This is an optimization exercise on Yosys and OpenROAD, whose aim is small area, not a production implementation. At most, simulation tests tie the RTL to the original design; equivalence was not proved. No functional check of the RTL was part of runs 5 to 8. Power and IR drop assume default switching activity.

<file path="flow/flow/run.sh">
#!/bin/bash
# Standard ORFS layout with three changes:
#  - synthesis maps the logic with an area-oriented ABC script and without
#    Yosys's adder extraction (registers are unchanged: same synthesis script,
#    only the combinational mapping differs);
#  - the clock tree is built without dummy loads, from one buffer size;
#  - the port buffers are the smallest buffer.
# Full tool output goes to flow.log; ORFS's per-step logs stay under orfs/logs/.
set -euo pipefail
W=$PWD
rm -rf "$W/myscripts"
cp -r "$FLOW_HOME/scripts" "$W/myscripts"
printf 'strash\ndch\namap\ntopo\n' > "$W/myscripts/abc_area.script"
CTS="-sink_clustering_enable -repair_clock_nets -dont_use_dummy_load -buf_list sky130_fd_sc_hd__clkbuf_4 -sink_clustering_size 12 -sink_clustering_max_diameter 50"
bash standard.sh "SCRIPTS_DIR=$W/myscripts" "ADDER_MAP_FILE=" "ABC_AREA=1" "CTS_ARGS=$CTS" \
  "BUFFER_PORTS_ARGS=-buffer_cell sky130_fd_sc_hd__buf_1" finish > "$W/flow.log" 2>&1
</file>
<file path="flow/standard.sh">
#!/bin/bash
# synth_recipe.tcl (not shown) runs the flow's synth.tcl, then flattens the netlist and writes it again
# the make line also repeats each setting of config.mk as NAME=value (left out here)
make -C /OpenROAD-flow-scripts/flow DESIGN_CONFIG=/design/flow/config.mk WORK_HOME=/design/flow/orfs CLKGATE_MAP_FILE= SYNTH_SCRIPT=/design/flow/synth_recipe.tcl "${@:-finish}"
</file>
<file path="flow/config.mk">
export PLATFORM = sky130hd
export DESIGN_NAME = lbmem
export DESIGN_NICKNAME = lbmem
export VERILOG_FILES = /design/flow/design.v
export SDC_FILE = /design/flow/constraint.sdc
export NUM_CORES = 4
export LEC_CHECK = 0
export ABC_AREA = 1
export CAP_MARGIN = 20
export CORE_MARGIN = 2
export CORE_UTILIZATION = 78
export PLACE_DENSITY = 0.9
export SETUP_SLACK_MARGIN = 0.2
export SLEW_MARGIN = 20
</file>
<file path="flow/constraint.sdc">
create_clock -name core_clock -period 8.0 [get_ports {CLK}]
set_input_delay 1.6000 -clock core_clock [delete_from_list [all_inputs] [get_ports {CLK}]]
set_output_delay 1.6000 -clock core_clock [all_outputs]
set_load 0.01 [all_outputs]
</file>
<file path="flow/design.v">
module lbmem(input CLK, input RESET, input [7:0] wdata, input wen, output [7:0] rdata, output valid);
  reg [7:0] sr [0:63];
  reg pol;
  reg state;
  reg [2:0] cnt;
  integer i;
  wire we = wen & ~RESET;
  always @(posedge CLK) begin
    sr[0] <= we ? ~(wdata ^ {8{pol}}) : ~sr[0];
    for (i = 1; i < 64; i = i + 1)
      sr[i] <= we ? ~sr[i-1] : ~sr[i];
  end
  always @(posedge CLK or posedge RESET) begin
    if (RESET) begin
      pol <= 1'b0;
      state <= 1'b0;
      cnt <= 3'h0;
    end else begin
      pol <= ~pol;
      if (state == 1'b0) begin
        cnt <= cnt + {2'h0, wen};
        state <= (cnt == 3'h7 & wen);
      end else begin
        cnt <= wen ? cnt : cnt - 1'b1;
        state <= (cnt != 3'h1 | wen);
      end
    end
  end
  assign valid = (state & (cnt != 3'h1 | wen)) | (cnt == 3'h7 & wen);
  wire [7:0] c1;   
  genvar j;
  generate
    for (j = 0; j < 8; j = j + 1) begin : dec
      assign c1[j] = (cnt == j);
    end
  endgenerate
  wire [7:0] hit;
  generate
    for (j = 0; j < 8; j = j + 1) begin : sel
      assign hit[j] = wen ? c1[(j + 1) % 8] : c1[(j + 2) % 8];
    end
  endgenerate
  wire [7:0] w [0:7];
  generate
    for (j = 0; j < 7; j = j + 1) begin : src
      assign w[j] = sr[j];
    end
  endgenerate
  assign w[7] = sr[63];
  reg [7:0] rd;
  integer k;
  always @(*) begin
    rd = 8'h00;
    for (k = 0; k < 8; k = k + 1)
      rd = rd | (w[k] & {8{hit[k]}});
  end
  assign rdata = rd ^ {8{pol}};
endmodule
</file>
==> impl_metrics.ini, run 1 <==
[outcome]
outcome = no timing/DRC/antenna violations

[route]
post_drt_wl_per_cell_microns = 17.6
drt-pass1-iter-count = 6
total_drc_errors_in_the_routed_layout = 0
routed_via_density = 6.66
antenna_left = 0
detail_route.iter0.violations = 867
wirelength_microns = 25400
via_count = 9588

[power]
leakage_uw = 0.00553
power.density_nw_per_um2 = 349
peakVddDrop_mv = 0.228
post-layout-total-power_uw = 5240

[cts]
cts_buffer_depth = 3
cts_inserted_buffers = 49
cts_htree_levels = 2
worst_setup_hold_path_clk_slew_ps = 110
worstSkewPairLatency_ps = 710
post-cts-setup-buffer-count = 0
cts_root_buf = clkbuf_4
cts_tree = yes
post_cts_resize_count = 0
cts_hold_buffers = 0
cts.sinks = 517

[synthesis]
post_synth_instance_area_sq_um = 14200
synth.top_cell.area_share_pct = 72.2
syn_nets = 1149
syn_avg_cell_area_sq_um = 12.5
yosys_warnings = 2
post_synth_inst_count = 1138
synth.area.top_cells = dfxtp_1, o22ai_1, a222oi_1
seq_area_frac_synth_pct = 73.1
synth_largest_area_cell = dfxtp_1
postSynthRegisterBits = 517
synth.distinct_cells = 19

[grt]
globalRouteMet2Util_pct = 42.7
grt_use_total_pct = 26.0
antenna_found_initial = 1
grt-busiest-layer = met2
first_global_vias = 8973
grtUsageMet1_pct = 35.8
met3_usage_pct = 4.45
global_route_wire_length_before_repair_microns = 42600
grt_ovf = 0
maximum_number_of_pins_on_one_net_before_global_route_repair = 272

[sta]
worst_clock_skew_ps = 80.1
unrepaired_setup_endpoints_after_global_routing = false
hold_violations = 0
final_min_period_over_clock_period_pct = 73.4
setup-violations-final = 0
timing.max_slew.rel_slack_pct = 20.4
timing_worst_slew_pin_value_ps = 1190
final.hold.worst_slack_ps = 383
slew_violations = 0
period_needed_ps = 5870
fmaxAchievable_ghz = 0.170
timing.final.ws_setup_ps = 2130

[job]
drv_cap = 0

[layout]
most_used_cells_in_the_layout_excluding_fill_and_tap_cells = o22ai_1, dfxtp_1, clkbuf_4
finalNetCount = 1223
drive_gt1_share_pct = 4.71
layout.cell_area.non_filler_sq_um = 15000
layout.cells.most_common = o22ai_1
multi_input_area_sq_um = 3770
utilization_pct = 83.9
num-fill-cells = 988
area.sequential_sq_um = 10400
area.growth.synth_to_final_pct = 5.79

[critical_path]
critPathMaxFanout = 7
rrSetupSlack_ps = 6230
r2r_start = pol
timing_worst_setup_path_type = in -> out
timing.critical_path.from_type = primary input
worst-endpoint-required_ps = 6400
regToRegEndpoint = sr[0][4]
cp.arrival_ps = 4270
ff_to_ff_path_depth = 3
worstSetupEndpointType = output port

[die]
placeableCoreArea_sq_um = 17900
ioPinCount = 20
fp.dieW_microns = 139
core.rowCount = 49
fp.dieH_microns = 139
starting_density_of_the_core_pct = 79.3
die_area_sq_um = 19300

[hold_path]
worstHoldPathType = reg -> reg
hold-path-cell-count = 1
worst_hold_startpoint = sr[53][4]
timing.hold.worst_endpoint = sr[54][4]

[placement]
placedInstanceArea_sq_um = 14600
numPortBuffers = 19
routabilityCongestion = 0.858
dp.final_hpwl_microns = 14300
detailedPlace.worstSlack_ps = 2180
area by class of cell:
| type | count | area share [%] |
|---|---|---|
| diodes | 1 | 0.0167 |
| clock buffers | 49 | 2.45 |
| inverters | 14 | 0.483 |
| multi-input cells | 606 | 25.1 |
| flip-flops and latches | 517 | 69.1 |
| well taps | 229 | 1.91 |
| repair buffers | 24 | 0.942 |
state kept, by name, indices dropped and copies added, names as in the netlist:
name / flops
sr: 512
cnt: 3
pol: 1
state: 1
power by group:
group,total (uW),internal [uW],switching [uW]
clock network,997,283,714
registers,3470,3130,340
logic,776,392,384
total,5240,3800,1440
worst max-delay path by stage:
stage | cells after the start | start | slack [ps] | to
2_1_floorplan | 4 | wen | -10390 | sr[0][0]
3_3_place_gp | 14 | wen | 2240 | rdata[7]
3_5_place_dp | 14 | wen | 2180 | rdata[7]
4_1_cts | 14 | wen | 2170 | rdata[7]
5_1_grt | 14 | wen | 1850 | rdata[7]
6_report | 14 | wen | 2130 | rdata[7]
per-layer routing:
| layer | vias to the layer above | wire (microns) |
|---|---|---|
| met1 | 4528 | 11400 |
| met5 | - | 0 |
| met2 | 199 | 12400 |
| met4 | 0 | 569 |
| met3 | 56 | 1090 |
| li1 | 4805 | - |
critical path, cell delays in order:
cell and delay [ps]:
buf_1 260, clkinv_8 80, nor2b_1 250, nor2_1 150, nand3_1 130, clkinv_1 210, a222oi_1 420, clkinv_1 120
a221o_1 270, a221o_1 260, a21oi_1 160, nor2_1 60, a21oi_1 120, buf_1 180
Yosys cell counts:
cell	count
a2111oi_0	1
a21oi_1	14
a221o_1	2
a221oi_1	1
a222oi_1	13
a22oi_1	7
and3_1	8
buf_1	1
clkinv_1	14
dfrtp_1	5
dfxtp_1	512
nand2_1	10
nand3_1	2
nor2_1	19
nor2b_1	3
nor3_1	1
o21ai_0	9
o22ai_1	515
o32ai_1	1
through the flow:
stage | cells | setup TNS (ps)
global placement | 1390 | 0
floorplan | 1138 | -5266950
detailed placement | 1390 | 0
finish | 1440 | 0
global route | 1440 | 0
CTS | 1439 | 0
cells by family (layout without fill, tap and decap cells):
logic type,count (synthesis),after routing,share of synthesized area [%]
flip-flops,517,517,73.1
other,0,1,0
buffers and inverters,15,87,0.397
AND/OR/NAND/NOR,43,43,1.36
AO/OA/AOI/OAI,563,563,25.1
==> inputs of run 2 (changes only) <==
--- a/flow/config.mk
+++ b/flow/config.mk
@@ -9,6 +9,6 @@
 export CAP_MARGIN = 20
 export CORE_MARGIN = 2
 export CORE_UTILIZATION = 78
-export PLACE_DENSITY = 0.9
+export GPL_ROUTABILITY_DRIVEN = 0
 export SETUP_SLACK_MARGIN = 0.2
 export SLEW_MARGIN = 20
==> impl_metrics.ini, run 2 <==
[layout]
layout.cell_area.non_filler_sq_um = 15000
finalNetCount = 1225
reg_top3 = sr x512, cnt x3
layout.cells.most_common = o22ai_1
fin_cells = 1442
largest_register_ff_count = 512
drive_gt1_share_pct = 4.95
largest_register = sr
utilization_pct = 83.9
most_used_cells_in_the_layout_excluding_fill_and_tap_cells = o22ai_1, dfxtp_1, clkbuf_4
area.growth.synth_to_final_pct = 5.84

[critical_path]
regToRegEndpoint = sr[0][1]
worst-endpoint-required_ps = 6400
cp.arrival_ps = 4260
cp_slowest_stage_delay_ps = 410
ff_to_ff_path_depth = 3
critPathMaxFanout = 7
timing_worst_setup_path_type = in -> out
worstSetupEndpointType = output port
crit_chain = buf_1 -> clkinv_8 -> nor2b_1 -> nor2_1 -> nand3_1 -> clkinv_1 -> a222oi_1 -> clkinv_1 -> a221o_1 -> a221o_1 -> a21oi_1 -> nor2_1 -> a21oi_1 -> buf_1
rrSetupSlack_ps = 6360
timing.critical_path.from_type = primary input
crit_family = compound AO/OA/AOI/OAI gates
critical_path.slowest_cell = a222oi_1
path_buf_inv = 5
r2r_start = pol

[cts]
cts_tree = yes
worst_setup_hold_path_clk_slew_ps = 120
post_cts_resize_count = 0
cts_buffer_depth = 3
post-cts-setup-buffer-count = 0
cts_hold_buffers = 0
worstSkewPairLatency_ps = 670
cts_htree_levels = 2
cts.sinks = 517
cts_root_buf = clkbuf_4
cts_inserted_buffers = 49

[route]
via_count = 9485
total_drc_errors_in_the_routed_layout = 0
dr.max_layer_used = met4
sum_of_routed_wire_segments_on_met1_microns = 11200
dr_wl_met3_microns = 1090
post_drt_wl_per_cell_microns = 16.5
wirelength_microns = 23800
met2_length_microns = 11100
routed_via_density = 6.58
antenna_left = 0
drt-pass1-iter-count = 5
detail_route.iter0.violations = 716

[sta]
slew_violations = 0
tns_ps = 0
period_needed_ps = 5860
fmaxAchievable_ghz = 0.171
unrepaired_setup_endpoints_after_global_routing = false
worst_clock_skew_ps = 66.6
final_min_period_over_clock_period_pct = 73.3
hold_violations = 0
timing.max_slew.rel_slack_pct = 29.8
setup-violations-final = 0
timing_worst_slew_pin_value_ps = 1050
final.hold.worst_slack_ps = 370

[grt]
grt_ovf = 0
global_route_wire_length_before_repair_microns = 40400
maximum_number_of_pins_on_one_net_before_global_route_repair = 197
first_global_vias = 8728
antenna_found_initial = 1
grt_use_total_pct = 24.2

[hold_path]
hold-path-cell-count = 1
worst_hold_startpoint = sr[28][0]
worstHoldPathType = reg -> reg
timing.hold.worst_endpoint = sr[29][0]

[die]
die_area_sq_um = 19300
ioPinCount = 20
starting_density_of_the_core_pct = 79.3
fp.dieW_microns = 139
placeableCoreArea_sq_um = 17900
core.rowCount = 49
fp.dieH_microns = 139

[power]
leakage_uw = 0.00554
peakVddDrop_mv = 0.285
power.density_nw_per_um2 = 346

[synthesis]
yosys_warnings = 2
synth.top_cell.area_share_pct = 72.2
syn_avg_cell_area_sq_um = 12.5
synth.distinct_cells = 19
netlist_top_cells_count = o22ai_1, dfxtp_1, nor2_1, a21oi_1, clkinv_1
postSynthRegisterBits = 517
ys_dominant_reg_cell = dfxtp_1
seq_area_frac_synth_pct = 73.1
synth-edff-count = 0
syn_nets = 1149
synth_largest_area_cell = dfxtp_1
post_synth_inst_count = 1138
synth_most_common_cell = o22ai_1
post_synth_instance_area_sq_um = 14200
synth-async-reset-ratio_pct = 0.967
synth.area.top_cells = dfxtp_1, o22ai_1, a222oi_1

[job]
drv_cap = 0

[placement]
placedInstanceArea_sq_um = 14600
numPlacedInstances = 1392
dp.final_hpwl_microns = 13600
numPortBuffers = 19

[outcome]
outcome = no timing/DRC/antenna violations
[run 2: changes by cell type in the layout (fill, tap and decap cells not counted), sizes merged]
cell | before | now
buf | 24 | 26
[run 2: kinds of logic (layout without fill, tap and decap cells)]
kind of cell	after synthesis	in the layout	share of synthesized area, %
compound gates	563	563	25.1
other cells	0	1	0
flops	517	517	73.1
simple gates	43	43	1.36
buf+inv	15	89	0.397
[run 2: worst reg2reg max path: stages (launching register included)]
cell and delay, ps:
dfrtp_1 510, clkinv_1 540, o21ai_0 340, o22ai_1 110
[run 2: cell type report]
cell class	count	area, sq um
diodes	1	2.50
clock buffers	49	368
fillers	1052	2880
inverters	14	72.6
multi-input cells	606	3770
flip-flops and latches	517	10400
well taps	229	287
repair buffers	26	140
[run 2: how the worst max path moves through the flow]
stage / from / slack (ps) / cells after the start / to
CTS: wen / 2160 / 14 / rdata[7]
global route: wen / 1900 / 14 / rdata[7]
detailed placement: wen / 2190 / 14 / rdata[7]
floorplan: wen / -10390 / 4 / sr[0][0]
finish: wen / 2140 / 14 / rdata[7]
global placement: wen / 2240 / 14 / rdata[7]
[run 2: stage by stage]
step	setup slack, ps	total power [uW]
finish	2140	5200
global route	1900	5470
detailed placement	2190	4260
global placement	2240	4200
CTS	2160	5220
floorplan	-10390	4040
[run 2: metal layers]
layer  GRT usage, %  vias up
met5              0        -
met4           7.39        0
met3           4.45       42
met2           38.0      167
met1           34.9     4479
li1               -     4797
[run 2: power breakdown]
group	switching, uW	internal (uW)
Sequential	328	3130
Clock	700	284
Combinational	373	393
==> inputs of run 3 (changes only) <==
==> flow/config.mk (replaced) <==
export PLATFORM = sky130hd
export DESIGN_NAME = lbmem
export DESIGN_NICKNAME = lbmem
export VERILOG_FILES = /design/flow/design.v
export SDC_FILE = /design/flow/constraint.sdc
export NUM_CORES = 4
export LEC_CHECK = 0
export ABC_AREA = 1
export CAP_MARGIN = 10
export CORE_MARGIN = 2
export CORE_UTILIZATION = 70
export GPL_TIMING_DRIVEN = 0
export SETUP_SLACK_MARGIN = 0.2
export SLEW_MARGIN = 10
==> impl_metrics.ini, run 3 <==
[outcome]
outcome = no timing/DRC/antenna violations

[route]
post_drt_wl_per_cell_microns = 15.6
detail_route.iter0.violations = 550
routed_via_density = 6.37
via_count = 9521
antenna_left = 0
wirelength_microns = 23300
drt-pass1-iter-count = 4
total_drc_errors_in_the_routed_layout = 0

[synthesis]
netlist_top_cells_count = o22ai_1, dfxtp_1, nor2_1, a21oi_1, clkinv_1
post_synth_and_or_nand_nor_area_fraction_pct = 1.36
synth-edff-count = 0
synth-async-reset-ratio_pct = 0.967
synth_compound_gate_area_share_pct = 25.1
ys_dominant_reg_cell = dfxtp_1
synth.top_cell.area_share_pct = 72.2
synth_most_common_cell = o22ai_1
area_share_of_fa_ha_maj_cells_after_synthesis_pct = 0
seq_area_frac_synth_pct = 73.1
postSynthRegisterBits = 517
syn_nets = 1149
post_synth_inst_count = 1138
synth_largest_area_cell = dfxtp_1
synth_mux_area_share_pct = 0
synth.distinct_cells = 19
synth_top_family_by_area = compound AO/OA/AOI/OAI gates
syn_avg_cell_area_sq_um = 12.5
post_synth_instance_area_sq_um = 14200
synth.area.top_cells = dfxtp_1, o22ai_1, a222oi_1
yosys_warnings = 2
synth-xor-area-share_pct = 0

[layout]
most_used_cells_in_the_layout_excluding_fill_and_tap_cells = o22ai_1, dfxtp_1, clkbuf_4
largest_register_ff_count = 512
drive_gt1_share_pct = 5.72
finalNetCount = 1236
area.growth.synth_to_final_pct = 8.44
fin_cells = 1494
layout.cell_area.non_filler_sq_um = 15400
layout.cells.most_common = o22ai_1
utilization_pct = 76.8
largest_register = sr
reg_top3 = sr x512, cnt x3

[grt]
antenna_found_initial = 1
global_route_wire_length_before_repair_microns = 40300
grt_use_total_pct = 21.7
maximum_number_of_pins_on_one_net_before_global_route_repair = 137
first_global_vias = 8956
grt_ovf = 0

[critical_path]
path_buf_inv = 5
timing_worst_setup_path_type = in -> out
r2r_start = pol
crit_family = compound AO/OA/AOI/OAI gates
regToRegEndpoint = sr[0][3]
worstSetupEndpointType = output port
cp.arrival_ps = 4300
timing.critical_path.from_type = primary input
critPathMaxFanout = 7
crit_chain = buf_1 -> clkinv_8 -> nor2b_1 -> nor2_1 -> nand3_1 -> clkinv_1 -> a222oi_1 -> clkinv_1 -> a221o_1 -> a221o_1 -> a21oi_1 -> nor2_1 -> a21oi_1 -> buf_1
rrSetupSlack_ps = 6310
ff_to_ff_path_depth = 3
worst-endpoint-required_ps = 6400
cp_slowest_stage_delay_ps = 410
critical_path_depth = 14
critical_path.slowest_cell = a222oi_1

[cts]
worst_setup_hold_path_clk_slew_ps = 110
cts_tree = yes
worstSkewPairLatency_ps = 700
cts_htree_levels = 2
post_cts_resize_count = 0
cts_buffer_depth = 3
post-cts-setup-buffer-count = 0
cts_inserted_buffers = 49
cts.sinks = 517
cts_hold_buffers = 0
cts_root_buf = clkbuf_4

[die]
core.rowCount = 52
starting_density_of_the_core_pct = 70.8
fp.dieH_microns = 146
placeableCoreArea_sq_um = 20000
ioPinCount = 20
die_area_sq_um = 21400
fp.dieW_microns = 146

[sta]
hold_violations = 0
period_needed_ps = 5900
setup-violations-final = 0
timing.max_slew.rel_slack_pct = 42.7
fmaxAchievable_ghz = 0.170
tns_ps = 0
final.hold.worst_slack_ps = 373
unrepaired_setup_endpoints_after_global_routing = false
slew_violations = 0
timing_worst_slew_pin_value_ps = 860
final_min_period_over_clock_period_pct = 73.7
worst_clock_skew_ps = 54.8

[placement]
dp.final_hpwl_microns = 13600
routabilityCongestion = 0.802
numPortBuffers = 19
numPlacedInstances = 1444
placedInstanceArea_sq_um = 15000

[power]
peakVddDrop_mv = 0.238
fraction_of_power_consumed_by_the_clock_network_pct = 18.9
leakage_uw = 0.00567
seqPwrFrac_pct = 65.9
power.density_nw_per_um2 = 339
int_power_uw = 3820
power.switching_fraction_pct = 26.8
p_switching_uw = 1400
pwr-share-comb_pct = 15.2

[hold_path]
hold-path-cell-count = 1
worstHoldPathType = reg -> reg
worst_hold_startpoint = sr[22][5]
timing.hold.worst_endpoint = sr[23][5]

[job]
drv_cap = 0
-- run 3: cell counts after synthesis --
No cell type changed its count.
-- run 3: cell families (layout without fill, tap and decap cells) --
family | Yosys count | after routing
AOI/OAI and AO/OA | 563 | 563
DFF | 517 | 517
and+or+nand+nor | 43 | 43
buffers and inverters | 15 | 100
other | 0 | 1
-- run 3: cell type report --
cell class,instances,area [sq um]
Buffer,1,3.75
Clock buffer,49,368
Inverter,14,70.1
Sequential cell,517,10400
Fill cell,1391,4650
Multi-Input combinational cell,606,3770
Timing Repair Buffer,36,457
Tap cell,270,338
Antenna cell,1,2.50
-- run 3: worst max path at each step --
stage	start	to	slack, ps
floorplan	wen	sr[0][0]	-10390
global placement	wen	sr[0][5]	-17650
detailed placement	wen	rdata[7]	2160
CTS	wen	rdata[7]	2150
global route	wen	rdata[7]	1860
finish	wen	rdata[7]	2100
-- run 3: power groups by stage --
stage                     Sequential (uW)  Clock [uW]  Combinational, uW
after global routing                 3500        1120                883
after global placement               3470           0                758
final                                3430         986                793
after CTS                            3430        1020                792
after floorplan                      3410           0                630
after detailed placement             3490           0                789
-- run 3: worst reg2reg max path, cell delays in order, from the launching register on --
cell	delay (ps)
dfrtp_1	490
clkinv_1	550
o21ai_0	420
o22ai_1	120
-- run 3: per-layer routing --
layer | GRT usage, % | vias up | share of wire (%)
met5 | 0 | - | 0
met4 | 6.46 | 0 | 1.9
met3 | 4.06 | 43 | 3.9
met2 | 35.7 | 143 | 46
met1 | 29.6 | 4510 | 49
li1 | - | 4825 | -
-- run 3: per-stage QoR --
step | total power (uW) | setup slack (ps)
CTS | 5250 | 2150
floorplan | 4040 | -10390
global route | 5510 | 1860
global placement | 4230 | -17650
finish | 5210 | 2100
detailed placement | 4270 | 2160
==> inputs of run 4 (changes only) <==
--- a/flow/design.v
+++ b/flow/design.v
@@ -1,22 +1,21 @@
 module lbmem(input CLK, input RESET, input [7:0] wdata, input wen, output [7:0] rdata, output valid);
   reg [7:0] sr [0:63];
-  reg pol;
   reg state;
   reg [2:0] cnt;
   integer i;
   wire we = wen & ~RESET;
   always @(posedge CLK) begin
-    sr[0] <= we ? ~(wdata ^ {8{pol}}) : ~sr[0];
-    for (i = 1; i < 64; i = i + 1)
-      sr[i] <= we ? ~sr[i-1] : ~sr[i];
+    if (we) begin
+      sr[0] <= wdata;
+      for (i = 1; i < 64; i = i + 1)
+        sr[i] <= sr[i-1];
+    end
   end
   always @(posedge CLK or posedge RESET) begin
     if (RESET) begin
-      pol <= 1'b0;
       state <= 1'b0;
       cnt <= 3'h0;
     end else begin
-      pol <= ~pol;
       if (state == 1'b0) begin
         cnt <= cnt + {2'h0, wen};
         state <= (cnt == 3'h7 & wen);
@@ -54,5 +53,5 @@
     for (k = 0; k < 8; k = k + 1)
       rd = rd | (w[k] & {8{hit[k]}});
   end
-  assign rdata = rd ^ {8{pol}};
+  assign rdata = rd;
 endmodule
--- a/flow/flow/run.sh
+++ b/flow/flow/run.sh
@@ -11,6 +11,6 @@
 rm -rf "$W/myscripts"
 cp -r "$FLOW_HOME/scripts" "$W/myscripts"
 printf 'strash\ndch\namap\ntopo\n' > "$W/myscripts/abc_area.script"
-CTS="-sink_clustering_enable -repair_clock_nets -dont_use_dummy_load -buf_list sky130_fd_sc_hd__clkbuf_4 -sink_clustering_size 12 -sink_clustering_max_diameter 50"
+CTS="-sink_clustering_enable -repair_clock_nets -dont_use_dummy_load -buf_list sky130_fd_sc_hd__clkbuf_16 -sink_clustering_size 26 -sink_clustering_max_diameter 45"
 bash standard.sh "SCRIPTS_DIR=$W/myscripts" "ADDER_MAP_FILE=" "ABC_AREA=1" "CTS_ARGS=$CTS" \
   "BUFFER_PORTS_ARGS=-buffer_cell sky130_fd_sc_hd__buf_1" finish > "$W/flow.log" 2>&1
--- a/flow/config.mk
+++ b/flow/config.mk
@@ -6,9 +6,8 @@
 export NUM_CORES = 4
 export LEC_CHECK = 0
 export ABC_AREA = 1
-export CAP_MARGIN = 10
+export CAP_MARGIN = 20
 export CORE_MARGIN = 2
 export CORE_UTILIZATION = 70
-export GPL_TIMING_DRIVEN = 0
 export SETUP_SLACK_MARGIN = 0.2
-export SLEW_MARGIN = 10
+export SLEW_MARGIN = 20
==> impl_metrics.ini, run 4 <==
[sta]
setup-violations-final = 0
unrepaired_setup_endpoints_after_global_routing = false
worst_clock_skew_ps = 31.3
hold_violations = 0
tns_ps = 0
timing_worst_slew_pin_value_ps = 1080
final_min_period_over_clock_period_pct = 72.0
timing.max_slew.rel_slack_pct = 27.1
slew_violations = 0
final.hold.worst_slack_ps = 395
timing.final.ws_setup_ps = 2240
fmaxAchievable_ghz = 0.174
period_needed_ps = 5760

[die]
die_area_sq_um = 24000
fp.dieH_microns = 155
starting_density_of_the_core_pct = 70.8
fp.dieW_microns = 155
placeableCoreArea_sq_um = 22500
core.rowCount = 55
ioPinCount = 20

[hold_path]
worstHoldPathType = reg -> reg

[route]
drt-pass1-iter-count = 7
detail_route.iter0.violations = 616
wirelength_microns = 21400
post_drt_wl_per_cell_microns = 22.7
total_drc_errors_in_the_routed_layout = 0
routed_via_density = 5.94
via_count = 5599
antenna_left = 0

[power]
leakage_uw = 0.00555
power.density_nw_per_um2 = 293
peakVddDrop_mv = 0.177

[cts]
cts_buffer_depth = 3
cts.sinks = 516
cts_root_buf = clkbuf_16
cts_tree = yes
worstSkewPairLatency_ps = 530
post_cts_resize_count = 0
cts_hold_buffers = 0
worst_setup_hold_path_clk_slew_ps = 80
cts_inserted_buffers = 40
cts_htree_levels = 2
post-cts-setup-buffer-count = 0

[critical_path]
critPathMaxFanout = 8
cpMostUsedCell = buf_1
crit_chain = buf_1 -> or2_0 -> nand2_1 -> nor3_1 -> a22oi_1 -> nand4_1 -> buf_1
rrSetupSlack_ps = 6600
path_buf_inv = 2
worst-endpoint-required_ps = 6400
cp_slowest_stage_delay_ps = 850
timing_worst_setup_path_type = in -> out
crit_family = simple AND/OR/NAND/NOR gates
timing.critical_path.from_type = primary input
worstSetupEndpointType = output port
cp.arrival_ps = 4160
critical_path.slowest_cell = nor3_1

[grt]
grt_use_total_pct = 18.0
first_global_vias = 5535
maximum_number_of_pins_on_one_net_before_global_route_repair = 209
grt_ovf = 0
antenna_found_initial = 0
global_route_wire_length_before_repair_microns = 32100

[synthesis]
synth-async-reset-ratio_pct = 0.775
syn_avg_cell_area_sq_um = 26.9
synth.distinct_cells = 17
yosys_warnings = 2
post_synth_instance_area_sq_um = 15900
synth.area.top_cells = edfxtp_1, a22oi_1, dfrtp_1
synth_most_common_cell = edfxtp_1
netlist_top_cells_count = edfxtp_1, a22oi_1, nand2_1, a222oi_1, nand4_1
ys_dominant_reg_cell = edfxtp_1
postSynthRegisterBits = 516
synth_largest_area_cell = edfxtp_1
synth-edff-count = 512
syn_nets = 604
post_synth_inst_count = 593
synth.top_cell.area_share_pct = 96.5
seq_area_frac_synth_pct = 97.2

[layout]
antenna_cells = 0
finalNetCount = 670
fin_cells = 942
layout.cells.most_common = edfxtp_1
largest_register = sr
reg_top3 = sr x512, cnt x3, state x1
drive_gt1_share_pct = 7.76
area.growth.synth_to_final_pct = 9.65
largest_register_ff_count = 512
most_used_cells_in_the_layout_excluding_fill_and_tap_cells = edfxtp_1, clkbuf_16, buf_1

[placement]
numPortBuffers = 19
dp.final_hpwl_microns = 9120
detailedPlace.worstSlack_ps = 2350
numPlacedInstances = 902
routabilityCongestion = 0.768

[outcome]
outcome = no timing/DRC/antenna violations

[job]
drv_cap = 0
run 4: cell types whose count changed after synthesis, sizes merged, moves of 9 or more:
| cell | previous run | this run |
|---|---|---|
| a22oi | 7 | 16 |
| o22ai | 515 | 2 |
| nor2 | 19 | 7 |
| dfxtp | 512 | 0 |
| edfxtp | 0 | 512 |
| a21oi | 14 | 2 |
run 4: routing by layer:
layer	global-route usage (%)	part of all wire (%)	up-vias	routed length, microns
met1	29.2	49	2916	10500
met4	5.25	2.1	0	439
li1	-	-	2535	-
met3	3.28	3.6	37	765
met2	26.3	45	111	9660
met5	0	0	-	0
run 4: final timing paths:
check	endpoint	startpoint	cells past startpoint
max in group asynchronous	cnt[1]	RESET	2
worst min-delay path	sr[63][6]	sr[62][6]	0
worst max-delay path	rdata[4]	wen	7
min in group asynchronous	state	RESET	2
worst min register to register	sr[63][6]	sr[62][6]	0
worst max register to register	state	cnt[2]	4
run 4: report_power, final:
group          internal, uW  switching [uW]  leakage (uW)
Clock                   882             797      0.000493
Combinational          84.1             204      0.000199
Sequential             3090            53.8       0.00485
Total                  4060            1060       0.00555
run 4: worst register-to-register path, delay by kind of cell, from the launching register on:
family	cells	cell delay, ps
DFF	1	520
AOI/OAI and AO/OA	1	330
and+or+nand+nor	2	220
buffers and inverters	1	210
run 4: kinds of logic after synthesis:
| logic type | share of synthesized area [%] |
|---|---|
| DFF | 97.2 |
| AOI/OAI and AO/OA | 1.68 |
| buffers and inverters | 0.165 |
| and+or+nand+nor | 0.998 |
run 4: per-stage QoR:
| step | total power, uW | instance area (sq um) | util, % |
|---|---|---|---|
| final | 5110 | 17500 | 77.6 |
| after global routing | 5290 | 17500 | 77.6 |
| after CTS | 5160 | 17400 | 77.5 |
| after detailed placement | 3480 | 16400 | 73.1 |
| after global placement | 3470 | 16400 | 73.1 |
| after floorplan | 3390 | 16000 | - |
run 4: layout make-up:
| type | count | area, sq um |
|---|---|---|
| fillers | 1075 | 5040 |
| clock buffers | 40 | 1000 |
| multi-input cells | 70 | 454 |
| well taps | 285 | 357 |
| flip-flops and latches | 516 | 15500 |
| inverters | 6 | 48.8 |
| repair buffers | 25 | 129 |
==> inputs of run 5 (changes only) <==
--- a/flow/design.v
+++ b/flow/design.v
@@ -26,32 +26,19 @@
     end
   end
   assign valid = (state & (cnt != 3'h1 | wen)) | (cnt == 3'h7 & wen);
-  wire [7:0] c1;   
-  genvar j;
-  generate
-    for (j = 0; j < 8; j = j + 1) begin : dec
-      assign c1[j] = (cnt == j);
-    end
-  endgenerate
-  wire [7:0] hit;
-  generate
-    for (j = 0; j < 8; j = j + 1) begin : sel
-      assign hit[j] = wen ? c1[(j + 1) % 8] : c1[(j + 2) % 8];
-    end
-  endgenerate
-  wire [7:0] w [0:7];
-  generate
-    for (j = 0; j < 7; j = j + 1) begin : src
-      assign w[j] = sr[j];
-    end
-  endgenerate
-  assign w[7] = sr[63];
+  wire [2:0] sel = wen ? cnt - 3'd1 : cnt - 3'd2;
   reg [7:0] rd;
-  integer k;
   always @(*) begin
-    rd = 8'h00;
-    for (k = 0; k < 8; k = k + 1)
-      rd = rd | (w[k] & {8{hit[k]}});
+    case (sel)
+      3'd0: rd = sr[0];
+      3'd1: rd = sr[1];
+      3'd2: rd = sr[2];
+      3'd3: rd = sr[3];
+      3'd4: rd = sr[4];
+      3'd5: rd = sr[5];
+      3'd6: rd = sr[6];
+      default: rd = sr[63];
+    endcase
   end
   assign rdata = rd;
 endmodule
==> flow/run.sh (new file) <==
#!/bin/bash
# synth_recipe.tcl (not shown) runs the flow's synth.tcl, then flattens the netlist and writes it again
# the make line also repeats each setting of config.mk as NAME=value (left out here)
make -C /OpenROAD-flow-scripts/flow DESIGN_CONFIG=/design/flow/config.mk WORK_HOME=/design/flow/orfs CLKGATE_MAP_FILE= SYNTH_SCRIPT=/design/flow/synth_recipe.tcl finish
--- a/flow/config.mk
+++ b/flow/config.mk
@@ -5,9 +5,8 @@
 export SDC_FILE = /design/flow/constraint.sdc
 export NUM_CORES = 4
 export LEC_CHECK = 0
-export ABC_AREA = 1
 export CAP_MARGIN = 20
 export CORE_MARGIN = 2
-export CORE_UTILIZATION = 70
+export CORE_UTILIZATION = 40
 export SETUP_SLACK_MARGIN = 0.2
 export SLEW_MARGIN = 20
removed: flow/flow/run.sh
removed: flow/standard.sh
==> impl_metrics.ini, run 5 <==
[outcome]
outcome = no timing/DRC/antenna violations

[layout]
reg_top3 = sr x512, cnt x3, state x1
largest_register = sr
fin_cells = 1268
largest_register_ff_count = 512
most_used_cells_in_the_layout_excluding_fill_and_tap_cells = edfxtp_1, clkbuf_16, mux2i_1
drive_gt1_share_pct = 11.5
layout.cells.most_common = edfxtp_1
finalNetCount = 719
area.growth.synth_to_final_pct = 13.7
antenna_cells = 0

[sta]
unrepaired_setup_endpoints_after_global_routing = false
setup-violations-final = 0
slew_violations = 0
final_min_period_over_clock_period_pct = 80.9
fmaxAchievable_ghz = 0.154
worst_clock_skew_ps = 14.4
period_needed_ps = 6470
hold_violations = 0
timing_worst_slew_pin_value_ps = 972
timing.max_slew.rel_slack_pct = 35.2

[power]
leakage_uw = 0.00609
seqPwrFrac_pct = 53.8
power.density_nw_per_um2 = 313
post-layout-total-power_uw = 5880
p_switching_uw = 1320
fraction_of_power_consumed_by_the_clock_network_pct = 34.8
int_power_uw = 4560
power.switching_fraction_pct = 22.4
pwr-share-comb_pct = 11.4
peakVddDrop_mv = 0.193

[grt]
global_route_wire_length_before_repair_microns = 32500
maximum_number_of_pins_on_one_net_before_global_route_repair = 189
grt_use_total_pct = 9.52
first_global_vias = 5702
antenna_found_initial = 1
grt_ovf = 0

[route]
total_drc_errors_in_the_routed_layout = 0
via_count = 5928
routed_via_density = 4.68
antenna_left = 0
wirelength_microns = 20900
detail_route.iter0.violations = 541
drt-pass1-iter-count = 5
post_drt_wl_per_cell_microns = 16.5

[synthesis]
synth.distinct_cells = 41
seq_area_frac_synth_pct = 93.7
area_share_of_fa_ha_maj_cells_after_synthesis_pct = 0.379
yosys_warnings = 2
synth.top_cell.area_share_pct = 93.1
synth_largest_area_cell = edfxtp_1
netlist_top_cells_count = edfxtp_1, mux2i_1, mux2_2, o21ai_0, a32oi_1
synth_mux_area_share_pct = 2.39
synth-async-reset-ratio_pct = 0.775
synth_most_common_cell = edfxtp_1
ys_dominant_reg_cell = edfxtp_1
synth-xor-area-share_pct = 0.439
post_synth_instance_area_sq_um = 16500
postSynthRegisterBits = 516
synth_compound_gate_area_share_pct = 1.59
synth-edff-count = 512
synth_top_family_by_area = multiplexers
post_synth_inst_count = 641
post_synth_and_or_nand_nor_area_fraction_pct = 0.985
syn_avg_cell_area_sq_um = 25.8
synth.area.top_cells = edfxtp_1, mux2i_1, mux2_2
syn_nets = 657

[die]
ioPinCount = 20
core.rowCount = 74
fp.dieH_microns = 207
die_area_sq_um = 42900
placeableCoreArea_sq_um = 40800
fp.dieW_microns = 207
starting_density_of_the_core_pct = 40.4

[cts]
cts_root_buf = clkbuf_16
cts_hold_buffers = 0
cts_tree = yes
cts.sinks = 516
cts_htree_levels = 2
post-cts-setup-buffer-count = 0
cts_inserted_buffers = 45
cts_buffer_depth = 3
worstSkewPairLatency_ps = 540
worst_setup_hold_path_clk_slew_ps = 60
post_cts_resize_count = 0

[critical_path]
timing_worst_setup_path_type = in -> out
critPathMaxFanout = 22
timing.critical_path.from_type = primary input
worst-endpoint-required_ps = 6400
critical_path.slowest_cell = ha_1
crit_chain = clkdlybuf4s50_1 -> ha_1 -> and3b_1 -> a32oi_1 -> o21ai_0 -> mux2i_1 -> o221ai_1 -> clkdlybuf4s50_1
cpMostUsedCell = clkdlybuf4s50_1
cp_slowest_stage_delay_ps = 930
cp.arrival_ps = 4870
worstSetupEndpointType = output port

[job]
drv_cap = 0

[placement]
numPlacedInstances = 1188
dp.final_hpwl_microns = 9980
numPortBuffers = 19
routabilityCongestion = 0.757

[hold_path]
worstHoldPathType = reg -> reg
==> run 5: cell count changes in the layout (fill, tap and decap cells not counted), moves of 8 or more <==
cell	previous run	this run
a22oi_1	16	0
buf_1	19	0
mux2_2	0	11
clkinv_2	0	8
mux2i_1	0	27
nand4_1	8	0
clkdlybuf4s50_1	0	19
clkbuf_1	0	8
a222oi_1	8	0
nand2_1	15	6
==> run 5: per-stage QoR <==
stage | TNS (ps) | utilization [%] | instance area [sq um] | setup WS, ps | hold WS [ps]
3_5_place_dp | 0 | 42.6 | 17400 | 1530 | 405
5_1_grt | 0 | 46.0 | 18800 | 1230 | 419
2_1_floorplan | -984720 | - | 16500 | -1920 | 400
4_1_cts | 0 | 46.0 | 18800 | 1530 | 411
6_report | 0 | 46.0 | 18800 | 1530 | 414
3_3_place_gp | 0 | 42.6 | 17400 | 1630 | 402
==> run 5: kinds of logic (layout without fill, tap and decap cells) <==
family                     count (synthesis)  in the layout
AOI/OAI and AO/OA                         36             36
xor gates and xnor gates                   4              4
adders and majority gates                  5              5
buffers and inverters                     14            109
DFF                                      516            516
muxes                                     38             38
and+or+nand+nor                           28             28
==> run 5: final cells by class <==
class	instances	area [sq um]
repair buffers	24	253
well taps	532	666
flip-flops and latches	516	15500
fillers	3335	22100
clock buffers	55	1210
multi-input cells	111	962
clock inverters	25	193
inverters	5	18.8
==> run 5: critical path, delay by kind of cell <==
kind / cells / cell delay [ps]
adders and majority gates: 1 / 930
AOI/OAI and AO/OA: 3 / 370
buffers and inverters: 2 / 1460
muxes: 1 / 110
and+or+nand+nor: 1 / 400
==> run 5: worst paths after layout <==
check / start / endpoint / slack, ps / cells past startpoint
worst max-delay path: wen / rdata[2] / 1530 / 8
worst min register to register: sr[53][0] / sr[54][0] / 410 / 0
worst max register to register: cnt[1] / cnt[1] / 6340 / 4
max in group asynchronous: RESET / cnt[2] / 6510 / 2
min in group asynchronous: RESET / state / 1340 / 2
worst min-delay path: sr[53][0] / sr[54][0] / 410 / 0
==> run 5: power groups by stage <==
stage	Combinational [uW]	Clock (uW)	Sequential, uW
after detailed placement	676	0	3220
after floorplan	491	0	3210
after global routing	729	2220	3180
after global placement	664	0	3220
final	671	2050	3160
after CTS	677	2130	3160
==> run 5: metal layers <==
layer | global-route usage [%] | part of all wire [%] | vias up
met2 | 11.6 | 39 | 101
met1 | 16.0 | 54 | 3058
li1 | - | - | 2725
met5 | 0 | 0 | -
met3 | 2.52 | 4.6 | 44
met4 | 3.42 | 2.2 | 0
==> inputs of run 6 (changes only) <==
--- a/flow/config.mk
+++ b/flow/config.mk
@@ -7,6 +7,7 @@
 export LEC_CHECK = 0
 export CAP_MARGIN = 20
 export CORE_MARGIN = 2
-export CORE_UTILIZATION = 40
+export CORE_UTILIZATION = 60
+export CTS_BUF_LIST = sky130_fd_sc_hd__clkbuf_4 sky130_fd_sc_hd__clkbuf_8
 export SETUP_SLACK_MARGIN = 0.2
 export SLEW_MARGIN = 20
==> impl_metrics.ini, run 6 <==
[die]
ioPinCount = 20
starting_density_of_the_core_pct = 61.3
placeableCoreArea_sq_um = 27000
die_area_sq_um = 28900
fp.dieW_microns = 170
core.rowCount = 60
fp.dieH_microns = 170

[layout]
area.sequential_sq_um = 15500
layout.cell_area.non_filler_sq_um = 18700
largest_register = sr
largest_register_ff_count = 512
multi_input_area_sq_um = 962
num-fill-cells = 1646
most_used_cells_in_the_layout_excluding_fill_and_tap_cells = edfxtp_1, clkbuf_8, mux2i_1
layout.cells.most_common = edfxtp_1
utilization_pct = 69.3
area.growth.synth_to_final_pct = 13.1
drive_gt1_share_pct = 18.2
reg_top3 = sr x512, cnt x3, state x1
finalNetCount = 750
antenna_cells = 0

[power]
pwr-share-comb_pct = 11.2
peakVddDrop_mv = 0.202
p_switching_uw = 1350
int_power_uw = 4560
leakage_uw = 0.00620
fraction_of_power_consumed_by_the_clock_network_pct = 35.3
power.density_nw_per_um2 = 317
power.switching_fraction_pct = 22.8
seqPwrFrac_pct = 53.5

[cts]
post-cts-setup-buffer-count = 0
cts.sinks = 516
cts_buffer_depth = 3
cts_htree_levels = 3
worstSkewPairLatency_ps = 590
cts_inserted_buffers = 77
cts_root_buf = clkbuf_8
worst_setup_hold_path_clk_slew_ps = 70
cts_hold_buffers = 0
post_cts_resize_count = 0
cts_tree = yes

[synthesis]
netlist_top_cells_count = edfxtp_1, mux2i_1, mux2_2, o21ai_0, a32oi_1
synth.area.top_cells = edfxtp_1, mux2i_1, mux2_2
synth.top_cell.area_share_pct = 93.1
syn_avg_cell_area_sq_um = 25.8
ys_dominant_reg_cell = edfxtp_1
post_synth_inst_count = 641
postSynthRegisterBits = 516
yosys_warnings = 2
synth-async-reset-ratio_pct = 0.775
post_synth_instance_area_sq_um = 16500
seq_area_frac_synth_pct = 93.7
synth_most_common_cell = edfxtp_1
synth.distinct_cells = 41
synth-edff-count = 512
synth_largest_area_cell = edfxtp_1
syn_nets = 657

[critical_path]
cp.arrival_ps = 4780
worstSetupEndpointType = output port
crit_family = buffers and inverters
worst-endpoint-required_ps = 6400
rrSetupSlack_ps = 6370
regToRegEndpoint = cnt[1]
timing.critical_path.from_type = primary input
path_buf_inv = 2
cpMostUsedCell = clkdlybuf4s50_1
critical_path.slowest_cell = ha_1
critPathMaxFanout = 22
crit_chain = clkdlybuf4s50_1 -> ha_1 -> nand3_1 -> o21ai_0 -> mux2i_1 -> o221ai_1 -> clkdlybuf4s50_1
ff_to_ff_path_depth = 4
r2r_start = cnt[1]
timing_worst_setup_path_type = in -> out
cp_slowest_stage_delay_ps = 920

[sta]
timing.max_slew.rel_slack_pct = 29.9
worst_clock_skew_ps = 30.5
fmaxAchievable_ghz = 0.157
unrepaired_setup_endpoints_after_global_routing = false
slew_violations = 0
final_min_period_over_clock_period_pct = 79.7
setup-violations-final = 0
period_needed_ps = 6380
hold_violations = 0
timing_worst_slew_pin_value_ps = 1050
timing.final.ws_setup_ps = 1620

[route]
drt-pass1-iter-count = 4
routed_via_density = 5.39
antenna_left = 0
post_drt_wl_per_cell_microns = 18.1
wirelength_microns = 20500
detail_route.iter0.violations = 576
via_count = 6098
total_drc_errors_in_the_routed_layout = 0

[grt]
antenna_found_initial = 0
global_route_wire_length_before_repair_microns = 32000
grt-busiest-layer = met1
globalRouteMet2Util_pct = 17.5
maximum_number_of_pins_on_one_net_before_global_route_repair = 224
grt_use_total_pct = 14.5
met3_usage_pct = 4.09
first_global_vias = 5962
grtUsageMet1_pct = 24.5
grt_ovf = 0

[placement]
numPortBuffers = 19
placedInstanceArea_sq_um = 17100
detailedPlace.worstSlack_ps = 1640
dp.final_hpwl_microns = 8990
routabilityCongestion = 0.787

[job]
drv_cap = 0

[hold_path]
timing.hold.worst_endpoint = sr[59][3]
worst_hold_startpoint = sr[58][3]
hold-path-cell-count = 0
worstHoldPathType = reg -> reg

[outcome]
outcome = no timing/DRC/antenna violations
==> run 6: cell counts after synthesis <==
No cell type changed its count.
==> run 6: logic make-up (layout without fill, tap and decap cells) <==
kind of cell	Yosys count	after routing	share of synthesized area, %
xor+xnor	4	4	0.440
buf+inv	14	164	0.500
mux	38	38	2.39
flops	516	516	93.7
compound gates	36	36	1.59
fa+ha+maj	5	5	0.379
simple gates	28	28	0.985
==> run 6: layout make-up <==
type / count / share of cell area, %
Clock buffer: 103 / 6.79
Clock inverter: 33 / 1.38
Inverter: 5 / 0.101
Multi-Input combinational cell: 111 / 5.15
Sequential cell: 516 / 82.9
Tap cell: 341 / 2.28
Timing Repair Buffer: 23 / 1.42
==> run 6: metal layers <==
| metal | up-vias | wire length, microns |
|---|---|---|
| met5 | - | 0 |
| met4 | 0 | 437 |
| met3 | 40 | 1050 |
| met2 | 128 | 8180 |
| met1 | 3130 | 10800 |
| li1 | 2800 | - |
==> run 6: worst max path at each step <==
stage | from | to | cells after the start
after detailed placement | wen | rdata[5] | 8
after floorplan | wen | sr[0][0] | 3
final | wen | rdata[5] | 7
after global routing | wen | rdata[5] | 7
after CTS | wen | rdata[5] | 5
after global placement | wen | rdata[5] | 8
==> run 6: through the flow <==
stage | hold slack (ps) | power (uW) | instances | TNS, ps
after floorplan | 400 | 3700 | 641 | -984720
after global placement | 402 | 3870 | 995 | 0
after detailed placement | 405 | 3880 | 995 | 0
after CTS | 397 | 5990 | 1131 | 0
after global routing | 405 | 6180 | 1132 | 0
final | 394 | 5910 | 1132 | 0
==> run 6: power groups by stage <==
stage               Clock, uW  Sequential, uW  Combinational, uW
floorplan                   0            3210                491
detailed placement          0            3220                662
finish                   2080            3160                662
CTS                      2160            3170                666
global placement            0            3210                653
global route             2280            3170                723
==> inputs of run 7 (changes only) <==
--- a/flow/config.mk
+++ b/flow/config.mk
@@ -8,6 +8,8 @@
 export CAP_MARGIN = 20
 export CORE_MARGIN = 2
 export CORE_UTILIZATION = 60
-export CTS_BUF_LIST = sky130_fd_sc_hd__clkbuf_4 sky130_fd_sc_hd__clkbuf_8
+export CTS_BUF_LIST = sky130_fd_sc_hd__clkbuf_8
+export CTS_CLUSTER_DIAMETER = 50
+export CTS_CLUSTER_SIZE = 24
 export SETUP_SLACK_MARGIN = 0.2
 export SLEW_MARGIN = 20
==> impl_metrics.ini, run 7 <==
[die]
fp.dieW_microns = 170
die_area_sq_um = 28900
core.rowCount = 60
placeableCoreArea_sq_um = 27000
fp.dieH_microns = 170
ioPinCount = 20
starting_density_of_the_core_pct = 61.3

[synthesis]
synth_top_family_by_area = multiplexers
syn_nets = 657
post_synth_inst_count = 641
synth.area.top_cells = edfxtp_1, mux2i_1, mux2_2
yosys_warnings = 2
synth-xor-area-share_pct = 0.439
synth.distinct_cells = 41
syn_avg_cell_area_sq_um = 25.8
synth-async-reset-ratio_pct = 0.775
area_share_of_fa_ha_maj_cells_after_synthesis_pct = 0.379
postSynthRegisterBits = 516
synth_largest_area_cell = edfxtp_1
synth.top_cell.area_share_pct = 93.1
ys_dominant_reg_cell = edfxtp_1
synth-edff-count = 512
post_synth_and_or_nand_nor_area_fraction_pct = 0.985
netlist_top_cells_count = edfxtp_1, mux2i_1, mux2_2, o21ai_0, a32oi_1
synth_most_common_cell = edfxtp_1
synth_compound_gate_area_share_pct = 1.59
seq_area_frac_synth_pct = 93.7
synth_mux_area_share_pct = 2.39
post_synth_instance_area_sq_um = 16500

[hold_path]
worstHoldPathType = reg -> reg
worst_hold_startpoint = sr[17][6]
hold-path-cell-count = 0

[sta]
final_min_period_over_clock_period_pct = 79.6
period_needed_ps = 6370
final.hold.worst_slack_ps = 404
unrepaired_setup_endpoints_after_global_routing = false
slew_violations = 0
hold_violations = 0
fmaxAchievable_ghz = 0.157
timing_worst_slew_pin_value_ps = 1060
timing.max_slew.rel_slack_pct = 29.2
setup-violations-final = 0
worst_clock_skew_ps = 25.8

[power]
peakVddDrop_mv = 0.273
leakage_uw = 0.00585
power.density_nw_per_um2 = 295
post-layout-total-power_uw = 5320

[grt]
first_global_vias = 5524
grt_ovf = 0
global_route_wire_length_before_repair_microns = 30200
antenna_found_initial = 0
maximum_number_of_pins_on_one_net_before_global_route_repair = 224
grt_use_total_pct = 13.5

[critical_path]
ff_to_ff_path_depth = 4
worstSetupEndpointType = output port
timing_worst_setup_path_type = in -> out
critPathMaxFanout = 22
worst-endpoint-required_ps = 6400
r2r_start = cnt[1]
critical_path_launch_point = wen
timing.critical_path.from_type = primary input
cp.arrival_ps = 4770

[cts]
worstSkewPairLatency_ps = 560
worst_setup_hold_path_clk_slew_ps = 110
cts_root_buf = clkbuf_8
post-cts-setup-buffer-count = 0
cts_htree_levels = 2
cts_tree = yes
cts_buffer_depth = 3
cts.sinks = 516
post_cts_resize_count = 0
cts_hold_buffers = 0
cts_inserted_buffers = 38

[layout]
area.growth.synth_to_final_pct = 9.24
reg_top3 = sr x512, cnt x3, state x1
most_used_cells_in_the_layout_excluding_fill_and_tap_cells = edfxtp_1, clkbuf_8, mux2i_1
area.sequential_sq_um = 15500
finalNetCount = 711
largest_register_ff_count = 512
largest_register = sr
antenna_cells = 0
drive_gt1_share_pct = 12.3
multi_input_area_sq_um = 962
layout.cells.most_common = edfxtp_1
num-fill-cells = 1675
layout.cell_area.non_filler_sq_um = 18000

[route]
via_count = 5803
antenna_left = 0
total_drc_errors_in_the_routed_layout = 0
wirelength_microns = 19600
routed_via_density = 5.46
drt-pass1-iter-count = 4
detail_route.iter0.violations = 552
post_drt_wl_per_cell_microns = 18.4

[outcome]
outcome = no timing/DRC/antenna violations

[placement]
routabilityCongestion = 0.787
numPortBuffers = 19
dp.final_hpwl_microns = 8990
placedInstanceArea_sq_um = 17100

[job]
drv_cap = 0
==> run 7: power breakdown <==
group | internal (uW) | switching [uW] | total, uW | leakage (uW)
Clock | 632 | 865 | 1500 | 0.000455
Combinational | 307 | 356 | 663 | 0.000546
Sequential | 3090 | 69.7 | 3160 | 0.00485
==> run 7: layout make-up <==
class	instances	share of cell area, %
multi-input combinational	111	5.33
clock buffer	41	3.13
tap	341	2.37
inverter	5	0.104
sequential	516	85.8
timing repair buffer	23	1.47
clock inverter	26	1.80
==> run 7: critical path, stage by stage <==
cell	delay, ps
clkdlybuf4s50_1	810
ha_1	930
and3b_1	380
a32oi_1	70
o21ai_0	120
mux2i_1	100
o221ai_1	130
clkdlybuf4s50_1	610
==> run 7: worst paths after layout <==
kind                             endpoint  slack, ps
worst max-delay path             rdata[5]       1630
worst min-delay path            sr[18][6]        400
worst max register to register     cnt[1]       6360
worst min register to register  sr[18][6]        400
max in group asynchronous          cnt[1]       6470
min in group asynchronous          cnt[0]       1370
==> run 7: logic make-up (layout without fill, tap and decap cells) <==
group / Yosys count / count (layout)
and+or+nand+nor: 28 / 28
xor gates and xnor gates: 4 / 4
buffers and inverters: 14 / 95
adders and majority gates: 5 / 5
muxes: 38 / 38
DFF: 516 / 516
AOI/OAI and AO/OA: 36 / 36
==> run 7: metrics by stage <==
stage,utilization (%),TNS (ps),cells,worst slack [ps]
2_1_floorplan,-,-984720,641,-1920
3_3_place_gp,63.5,0,995,1710
3_5_place_dp,63.5,0,995,1640
4_1_cts,66.8,0,1062,1630
5_1_grt,66.9,0,1063,1310
6_report,66.9,0,1063,1630
==> run 7: layer usage <==
layer,vias up,wire length [microns],track usage (%)
met5,-,0,0
met4,0,471,4.68
met3,39,877,3.02
met2,91,7740,17.1
met1,2978,10500,23.2
li1,2695,-,-
==> inputs of run 8 (changes only) <==
==> flow/flow/run.sh (new file) <==
#!/bin/bash
# Standard ORFS layout, with the clock tree built without dummy loads and the
# port buffers taken as the smallest buffer. Full tool output goes to flow.log;
# ORFS's per-step logs stay under orfs/logs/.
set -euo pipefail
CTS="-sink_clustering_enable -repair_clock_nets -dont_use_dummy_load -buf_list sky130_fd_sc_hd__clkbuf_16 -sink_clustering_size 30 -sink_clustering_max_diameter 60"
bash standard.sh "CTS_ARGS=$CTS" "BUFFER_PORTS_ARGS=-buffer_cell sky130_fd_sc_hd__buf_1" finish > flow.log 2>&1
==> flow/standard.sh (new file) <==
#!/bin/bash
# synth_recipe.tcl (not shown) runs the flow's synth.tcl, then flattens the netlist and writes it again
# the make line also repeats each setting of config.mk as NAME=value (left out here)
make -C /OpenROAD-flow-scripts/flow DESIGN_CONFIG=/design/flow/config.mk WORK_HOME=/design/flow/orfs CLKGATE_MAP_FILE= SYNTH_SCRIPT=/design/flow/synth_recipe.tcl "${@:-finish}"
--- a/flow/config.mk
+++ b/flow/config.mk
@@ -8,8 +8,5 @@
 export CAP_MARGIN = 20
 export CORE_MARGIN = 2
 export CORE_UTILIZATION = 60
-export CTS_BUF_LIST = sky130_fd_sc_hd__clkbuf_8
-export CTS_CLUSTER_DIAMETER = 50
-export CTS_CLUSTER_SIZE = 24
 export SETUP_SLACK_MARGIN = 0.2
 export SLEW_MARGIN = 20
removed: flow/run.sh
==> impl_metrics.ini, run 8 <==
[cts]
cts_root_buf = clkbuf_16
worst_setup_hold_path_clk_slew_ps = 90
cts.sinks = 516
cts_hold_buffers = 0
worstSkewPairLatency_ps = 510
cts_tree = yes
post_cts_resize_count = 0
cts_htree_levels = 2
cts_buffer_depth = 3
post-cts-setup-buffer-count = 0
cts_inserted_buffers = 35

[power]
post-layout-total-power_uw = 5290
p_switching_uw = 1180
pwr-share-comb_pct = 11.2
int_power_uw = 4100
leakage_uw = 0.00578
power.density_nw_per_um2 = 295
fraction_of_power_consumed_by_the_clock_network_pct = 28.9
power.switching_fraction_pct = 22.4
peakVddDrop_mv = 0.192
seqPwrFrac_pct = 59.8

[grt]
global_route_wire_length_before_repair_microns = 31600
first_global_vias = 5522
maximum_number_of_pins_on_one_net_before_global_route_repair = 249
grt_ovf = 0
grt_use_total_pct = 14.2
antenna_found_initial = 0

[sta]
timing.final.ws_setup_ps = 2280
worst_clock_skew_ps = 44.3
timing.max_slew.rel_slack_pct = 32.8
timing_worst_slew_pin_value_ps = 1010
slew_violations = 0
period_needed_ps = 5720
unrepaired_setup_endpoints_after_global_routing = false
final_min_period_over_clock_period_pct = 71.5
hold_violations = 0
fmaxAchievable_ghz = 0.175
final.hold.worst_slack_ps = 392
setup-violations-final = 0

[placement]
dp.final_hpwl_microns = 9210
routabilityCongestion = 0.818
numPortBuffers = 19
numPlacedInstances = 995
detailedPlace.worstSlack_ps = 2260

[critical_path]
critical_path_launch_point = wen
critPathMaxFanout = 20
ff_to_ff_path_depth = 4
worst-endpoint-required_ps = 6400
timing_worst_setup_path_type = in -> out
worstSetupEndpointType = output port
timing.critical_path.from_type = primary input
cp.arrival_ps = 4120
critPathCapture = rdata[5]
rrSetupSlack_ps = 6330
regToRegEndpoint = cnt[1]
r2r_start = cnt[1]

[die]
die_area_sq_um = 28900
placeableCoreArea_sq_um = 27000
fp.dieH_microns = 170
ioPinCount = 20
core.rowCount = 60
starting_density_of_the_core_pct = 61.3
fp.dieW_microns = 170

[route]
drt-pass1-iter-count = 5
total_drc_errors_in_the_routed_layout = 0
via_count = 5812
detail_route.iter0.violations = 662
antenna_left = 0
wirelength_microns = 20100
post_drt_wl_per_cell_microns = 19.5
routed_via_density = 5.63

[synthesis]
netlist_top_cells_count = edfxtp_1, mux2i_1, mux2_2, o21ai_0, a32oi_1
post_synth_instance_area_sq_um = 16500
synth.area.top_cells = edfxtp_1, mux2i_1, mux2_2
post_synth_inst_count = 641
synth_most_common_cell = edfxtp_1
synth-edff-count = 512
synth.top_cell.area_share_pct = 93.1
postSynthRegisterBits = 516
synth-async-reset-ratio_pct = 0.775
synth.distinct_cells = 41
syn_avg_cell_area_sq_um = 25.8
synth_largest_area_cell = edfxtp_1
syn_nets = 657
seq_area_frac_synth_pct = 93.7
ys_dominant_reg_cell = edfxtp_1
yosys_warnings = 2

[layout]
finalNetCount = 708
area.growth.synth_to_final_pct = 8.45
reg_top3 = sr x512, cnt x3, state x1
largest_register_ff_count = 512
fin_cells = 1032
utilization_pct = 66.4
drive_gt1_share_pct = 8.55
largest_register = sr
layout.cells.most_common = edfxtp_1
most_used_cells_in_the_layout_excluding_fill_and_tap_cells = edfxtp_1, clkbuf_16, mux2i_1

[outcome]
outcome = no timing/DRC/antenna violations

[hold_path]
worst_hold_startpoint = sr[61][7]
worstHoldPathType = reg -> reg

[job]
drv_cap = 0
-- run 8: cell counts after synthesis --
No cell type changed its count.
-- run 8: power groups by stage --
| stage | Sequential (uW) | Combinational (uW) | Clock [uW] |
|---|---|---|---|
| finish | 3160 | 594 | 1530 |
| global route | 3170 | 649 | 1690 |
| CTS | 3160 | 600 | 1590 |
| detailed placement | 3220 | 597 | 0 |
| global placement | 3210 | 577 | 0 |
| floorplan | 3210 | 491 | 0 |
-- run 8: kinds of logic (layout without fill, tap and decap cells) --
group           after synthesis  in the layout  share of synthesized area, %
compound gates               36             36                          1.59
xor+xnor                      4              4                         0.440
fa+ha+maj                     5              5                         0.379
buf+inv                      14             63                         0.500
flops                       516            516                          93.7
mux                          38             38                          2.39
other cells                   0              1                             0
simple gates                 28             28                         0.985
-- run 8: metrics by stage --
stage | setup TNS, ps | area [sq um]
floorplan | -984720 | 16500
global placement | 0 | 17000
detailed placement | 0 | 17000
CTS | 0 | 17900
global route | 0 | 17900
finish | 0 | 17900
-- run 8: worst max-delay path, stage by stage --
cell      delay, ps
buf_1           710
mux2i_1         860
nand2b_1        350
o221ai_1        360
buf_1           210
-- run 8: worst min path at each step --
stage,endpoint,slack (ps),cells after the start
floorplan,sr[10][0],400,0
global placement,sr[42][4],400,0
detailed placement,sr[15][5],400,0
CTS,sr[11][6],390,0
global route,sr[9][1],400,0
finish,sr[62][7],390,0
-- run 8: area by class of cell --
| cell class | count | area, sq um |
|---|---|---|
| fillers | 1650 | 9040 |
| repair buffers | 23 | 146 |
| diodes | 1 | 2.50 |
| well taps | 341 | 427 |
| flip-flops and latches | 516 | 15500 |
| clock buffers | 35 | 876 |
| multi-input cells | 111 | 962 |
| inverters | 5 | 18.8 |
-- run 8: routing by layer --
layer | wire length, microns | vias to the layer above | global-route usage (%) | part of all wire (%)
met3 | 826 | 36 | 2.91 | 4.1
met5 | 0 | - | 0 | 0
met2 | 8040 | 108 | 17.6 | 40
li1 | - | 2665 | - | -
met1 | 10800 | 3003 | 25.3 | 54
met4 | 439 | 0 | 4.31 | 2.2
==> inputs of run 9 (changes only) <==
--- a/flow/design.v
+++ b/flow/design.v
@@ -26,19 +26,32 @@
     end
   end
   assign valid = (state & (cnt != 3'h1 | wen)) | (cnt == 3'h7 & wen);
-  wire [2:0] sel = wen ? cnt - 3'd1 : cnt - 3'd2;
+  wire [7:0] c1;   
+  genvar j;
+  generate
+    for (j = 0; j < 8; j = j + 1) begin : dec
+      assign c1[j] = (cnt == j);
+    end
+  endgenerate
+  wire [7:0] hit;
+  generate
+    for (j = 0; j < 8; j = j + 1) begin : sel
+      assign hit[j] = wen ? c1[(j + 1) % 8] : c1[(j + 2) % 8];
+    end
+  endgenerate
+  wire [7:0] w [0:7];
+  generate
+    for (j = 0; j < 7; j = j + 1) begin : src
+      assign w[j] = sr[j];
+    end
+  endgenerate
+  assign w[7] = sr[63];
   reg [7:0] rd;
+  integer k;
   always @(*) begin
-    case (sel)
-      3'd0: rd = sr[0];
-      3'd1: rd = sr[1];
-      3'd2: rd = sr[2];
-      3'd3: rd = sr[3];
-      3'd4: rd = sr[4];
-      3'd5: rd = sr[5];
-      3'd6: rd = sr[6];
-      default: rd = sr[63];
-    endcase
+    rd = 8'h00;
+    for (k = 0; k < 8; k = k + 1)
+      rd = rd | (w[k] & {8{hit[k]}});
   end
   assign rdata = rd;
 endmodule
==> flow/flow/run.sh (replaced) <==
#!/bin/bash
# Standard ORFS layout, with the clock tree built without dummy loads and the
# port buffers taken as the smallest buffer. Full tool output goes to flow.log;
# ORFS's per-step logs stay under orfs/logs/.
set -euo pipefail
CTS="-sink_clustering_enable -repair_clock_nets -dont_use_dummy_load -buf_list sky130_fd_sc_hd__clkbuf_16 -sink_clustering_size 40 -sink_clustering_max_diameter 60"
bash standard.sh "CTS_ARGS=$CTS" "BUFFER_PORTS_ARGS=-buffer_cell sky130_fd_sc_hd__buf_1" finish > flow.log 2>&1
--- a/flow/config.mk
+++ b/flow/config.mk
@@ -5,8 +5,9 @@
 export SDC_FILE = /design/flow/constraint.sdc
 export NUM_CORES = 4
 export LEC_CHECK = 0
+export ABC_AREA = 1
 export CAP_MARGIN = 20
 export CORE_MARGIN = 2
-export CORE_UTILIZATION = 60
+export CORE_UTILIZATION = 75
 export SETUP_SLACK_MARGIN = 0.2
 export SLEW_MARGIN = 20
==> impl_metrics.ini, run 9 <==
[outcome]
outcome = did not finish
stop_stage = 4_1_cts
tool.error = [ERROR DPL-0033] detailed placement checks failed during check placement.

[synthesis]
post_synth_instance_area_sq_um = 16300
synth.top_cell.area_share_pct = 94.3
postSynthRegisterBits = 516
yosys_warnings = 2
synth-async-reset-ratio_pct = 0.775
seq_area_frac_synth_pct = 94.9
post_synth_inst_count = 691
syn_avg_cell_area_sq_um = 23.6
syn_nets = 709
synth-edff-count = 512
netlist_top_cells_count = edfxtp_1, nand2_1, nand3_1, nor2_1
synth.area.top_cells = edfxtp_1, nand2_1, nand3_1
synth.distinct_cells = 15
synth_largest_area_cell = edfxtp_1
synth_most_common_cell = edfxtp_1
ys_dominant_reg_cell = edfxtp_1

[cts]
cts.sinks = 516
cts_root_buf = clkbuf_16
cts_buffer_depth = 3
cts_htree_levels = 1
cts_inserted_buffers = 26
cts_hold_buffers = 0
post_cts_resize_count = 0
post-cts-setup-buffer-count = 0

[die]
ioPinCount = 20
fp.dieW_microns = 151
starting_density_of_the_core_pct = 77.1
core.rowCount = 53
fp.dieH_microns = 151

[placement]
numPortBuffers = 19
dp.final_hpwl_microns = 10100
routabilityCongestion = 0.753
[run 9: power groups by stage]
| stage | logic (uW) | clock network (uW) | registers [uW] |
|---|---|---|---|
| global placement | 276 | 0 | 3190 |
| floorplan | 214 | 0 | 3200 |
| detailed placement | 291 | 0 | 3200 |
[run 9: worst max-delay path by stage]
| stage | startpoint | end | slack, ps | cells past startpoint |
|---|---|---|---|---|
| 3_5_place_dp | wen | rdata[0] | 3190 | 7 |
| 2_1_floorplan | wen | sr[0][0] | -1710 | 3 |
| 3_3_place_gp | wen | rdata[0] | 3240 | 7 |
[run 9: cell families after synthesis]
| kind of cell | Yosys count | share of synthesized area, % |
|---|---|---|
| AO/OA/AOI/OAI | 6 | 0.200 |
| buffers and inverters | 8 | 0.276 |
| XOR/XNOR | 2 | 0.107 |
| flip-flops | 516 | 94.9 |
| adder cells (fa/ha/maj) | 7 | 0.537 |
| AND/OR/NAND/NOR | 152 | 3.96 |
[run 9: metrics by stage]
| stage | area, sq um | instances | hold slack [ps] | util [%] | setup slack [ps] |
|---|---|---|---|---|---|
| floorplan | 16300 | 691 | 400 | - | -1710 |
| global placement | 16800 | 985 | 402 | 79.2 | 3240 |
| detailed placement | 16800 | 985 | 405 | 79.2 | 3190 |

[afterwards: timing with drivers on the ports]
No port has a modelled driver above. Below, the same layouts with a new extraction and two added sets of constraints. Step 1: set_driving_cell puts a clkbuf_16 on CLK and a buf_2 on each other input, an assumption about the parent block. Step 2 also shifts input and output timing later by t, the mid clock arrival at the registers, as if the neighbouring blocks saw the same clock. Three values: ideal ports, drivers, drivers and shift; two values: the first two.
run | t (ns) | slack for setup (ns) | pins driven straight from the clock port
run 1 | 0.716 | 2.131 / 2.104 / 2.104 | 1
run 2 | 0.679 | 2.135 / 2.113 / 2.113 | 1
run 3 | 0.710 | 2.103 / 2.078 / 2.078 | 1
run 4 | 0.550 | 2.237 / 2.210 / 2.210 | 1
run 5 | 0.585 | 1.526 / 1.505 / 1.505 | 1
run 6 | 0.611 | 1.623 / 1.568 / 1.568 | 1
run 7 | 0.598 | 1.631 / 1.575 / 1.575 | 1
run 8 | 0.541 | 2.283 / 2.198 / 2.198 | 1
After both steps every run listed still meets setup and hold. The setup slack of run 8, which loses most, moves by -0.085 ns with the drivers and by -0.085 ns with both steps.
